Background: an optimization exercise with open tools, aiming at small area. Do not read the settings as production practice. Function was checked by simulation only, so behaviour that the tests miss may differ from the original. Power figures rest on the tool's default switching activity, not on a simulated workload.

## UNPARKING
module UNPARKING(clk, rst, LCD_RW, LCD_EN, LCD_RS, LCD_DATA, filas, columnas, count, s, m, l, c);
input clk;
input rst;
input [3:0] columnas;
input [5:0] count;
input s;
input c;
output LCD_RW;
output LCD_EN;
output LCD_RS;
output [7:0] LCD_DATA;
output [3:0] filas;
output [1:0] m;
output [5:0] l;
reg acnt;
reg bay_0__cr_0_;
reg bay_0__cr_10_;
reg bay_0__cr_11_;
reg bay_0__cr_12_;
reg bay_0__cr_13_;
reg bay_0__cr_14_;
reg bay_0__cr_15_;
reg bay_0__cr_1_;
reg bay_0__cr_2_;
reg bay_0__cr_3_;
reg bay_0__cr_4_;
reg bay_0__cr_5_;
reg bay_0__cr_6_;
reg bay_0__cr_7_;
reg bay_0__cr_8_;
reg bay_0__cr_9_;
reg bay_0__cy;
reg bay_0__mm;
reg bay_0__pr_0_;
reg bay_0__pr_10_;
reg bay_0__pr_11_;
reg bay_0__pr_12_;
reg bay_0__pr_13_;
reg bay_0__pr_14_;
reg bay_0__pr_15_;
reg bay_0__pr_16_;
reg bay_0__pr_17_;
reg bay_0__pr_18_;
reg bay_0__pr_19_;
reg bay_0__pr_1_;
reg bay_0__pr_20_;
reg bay_0__pr_21_;
reg bay_0__pr_22_;
reg bay_0__pr_23_;
reg bay_0__pr_2_;
reg bay_0__pr_3_;
reg bay_0__pr_4_;
reg bay_0__pr_5_;
reg bay_0__pr_6_;
reg bay_0__pr_7_;
reg bay_0__pr_8_;
reg bay_0__pr_9_;
reg bay_1__cr_0_;
reg bay_1__cr_10_;
reg bay_1__cr_11_;
reg bay_1__cr_12_;
reg bay_1__cr_13_;
reg bay_1__cr_14_;
reg bay_1__cr_15_;
reg bay_1__cr_1_;
reg bay_1__cr_2_;
reg bay_1__cr_3_;
reg bay_1__cr_4_;
reg bay_1__cr_5_;
reg bay_1__cr_6_;
reg bay_1__cr_7_;
reg bay_1__cr_8_;
reg bay_1__cr_9_;
reg bay_1__cy;
reg bay_1__mm;
reg bay_1__pr_0_;
reg bay_1__pr_10_;
reg bay_1__pr_11_;
reg bay_1__pr_12_;
reg bay_1__pr_13_;
reg bay_1__pr_14_;
reg bay_1__pr_15_;
reg bay_1__pr_16_;
reg bay_1__pr_17_;
reg bay_1__pr_18_;
  ...
Size: roughly 37 I/O pins, about 0.013 mm^2 of cells after synthesis.
==> flow/config.mk <==
export PLATFORM = sky130hd
export DESIGN_NAME = UNPARKING
export DESIGN_NICKNAME = UNPARKING
export VERILOG_FILES = /design/flow/design.v
export SDC_FILE = /design/flow/constraint.sdc
export NUM_CORES = 4
export LEC_CHECK = 0
export ABC_AREA = 1
export CAP_MARGIN = 20
export CORE_MARGIN = 2
export CORE_UTILIZATION = 60
export CTS_BUF_LIST = sky130_fd_sc_hd__clkbuf_8 sky130_fd_sc_hd__clkbuf_16
export CTS_CLUSTER_DIAMETER = 60
export CTS_CLUSTER_SIZE = 22
export SLEW_MARGIN = 20
==> flow/constraint.sdc <==
create_clock -name core_clock -period 10.0 [get_ports {clk}]
set_input_delay 2.0000 -clock core_clock [delete_from_list [all_inputs] [get_ports {clk}]]
set_output_delay 2.0000 -clock core_clock [all_outputs]
set_load 0.01 [all_outputs]
run.sh (not shown) runs the stock make flow with config.mk's settings and CLKGATE_MAP_FILE= SYNTH_SCRIPT=/design/flow/synth_recipe.tcl, a recipe that flattens the netlist after the stock synthesis.
The first run finished clean.
Change:
- CTS_BUF_LIST: sky130_fd_sc_hd__clkbuf_8 sky130_fd_sc_hd__clkbuf_16 -> sky130_fd_sc_hd__clkbuf_8
- CTS_CLUSTER_SIZE: 22 -> 18
After rerunning: The changed run ran to the end with no violations; count of clock-buffer cells in the layout came out higher by 2; core utilization came out lower by 1.4 points; sequential power is about the same; area after synthesis stays the same; power came out lower by 9.8%; design area came out lower by 2.0%; clock skew came out higher by 17 ps; wire length came out lower by 3.3%; fmax came out higher by 1.4%; critical path depth came out higher by 3; die area does not change.

UNPARKING, a different RTL version from the one above (not shown whole).
Size: ~1600 cells after synthesis, about 340 flip-flops, ~0.013 mm² of cells after synthesis.
clock: 10.0 ns
lec_check: 0
abc_area: 1
cap_margin: 20
core_margin: 2
core_utilization: 68
cts_buf_list: sky130_fd_sc_hd__clkbuf_16
cts_cluster_diameter: 100
cts_cluster_size: 30
slew_margin: 20
Then changed:
- CORE_UTILIZATION: 68 -> 60
- CTS_CLUSTER_SIZE: 30 -> 34
What happened: Final cell count rose by 2.1%. Worst setup slack degrades by 0.0077 ns. Total power went down by 0.76%. Non-clock buffer count falls by 1. Clock power decreases by about 2%.

## static timing again, ports no longer ideal
How much do the figures lean on ideal ports? The routed layouts below were timed once more, with nothing changed but the port constraints.
Step 1 assumes that a clkbuf_16 drives the clock port and a buf_2 every other input.
Step 2, shift: input delay + t, output delay - t, t = (earliest + latest rising clock arrival at the registers) / 2. This alone moves slack from input paths to output paths.
Three values: ideal ports, drivers, drivers and shift; two values: the first two.
run | shift t [ns] | setup slack, ns | clock arrival spread, ns
the first run of note 1 | 0.579 | 4.989 / 5.017 / 4.438 | 0.036 / 0.036
the second run of note 1 | 0.617 | 5.060 / 5.084 / 4.467 | 0.053 / 0.053
the first run of note 2 | 0.550 | 5.638 / 5.653 / 5.103 | 0.018 / 0.018
the second run of note 2 | 0.552 | 5.630 / 5.605 / 5.108 | 0.034 / 0.034
After both steps every run listed still meets setup and hold. For the second run of note 1, which loses most, drivers alone change the setup slack by +0.024 ns; drivers and shift together by -0.593 ns.
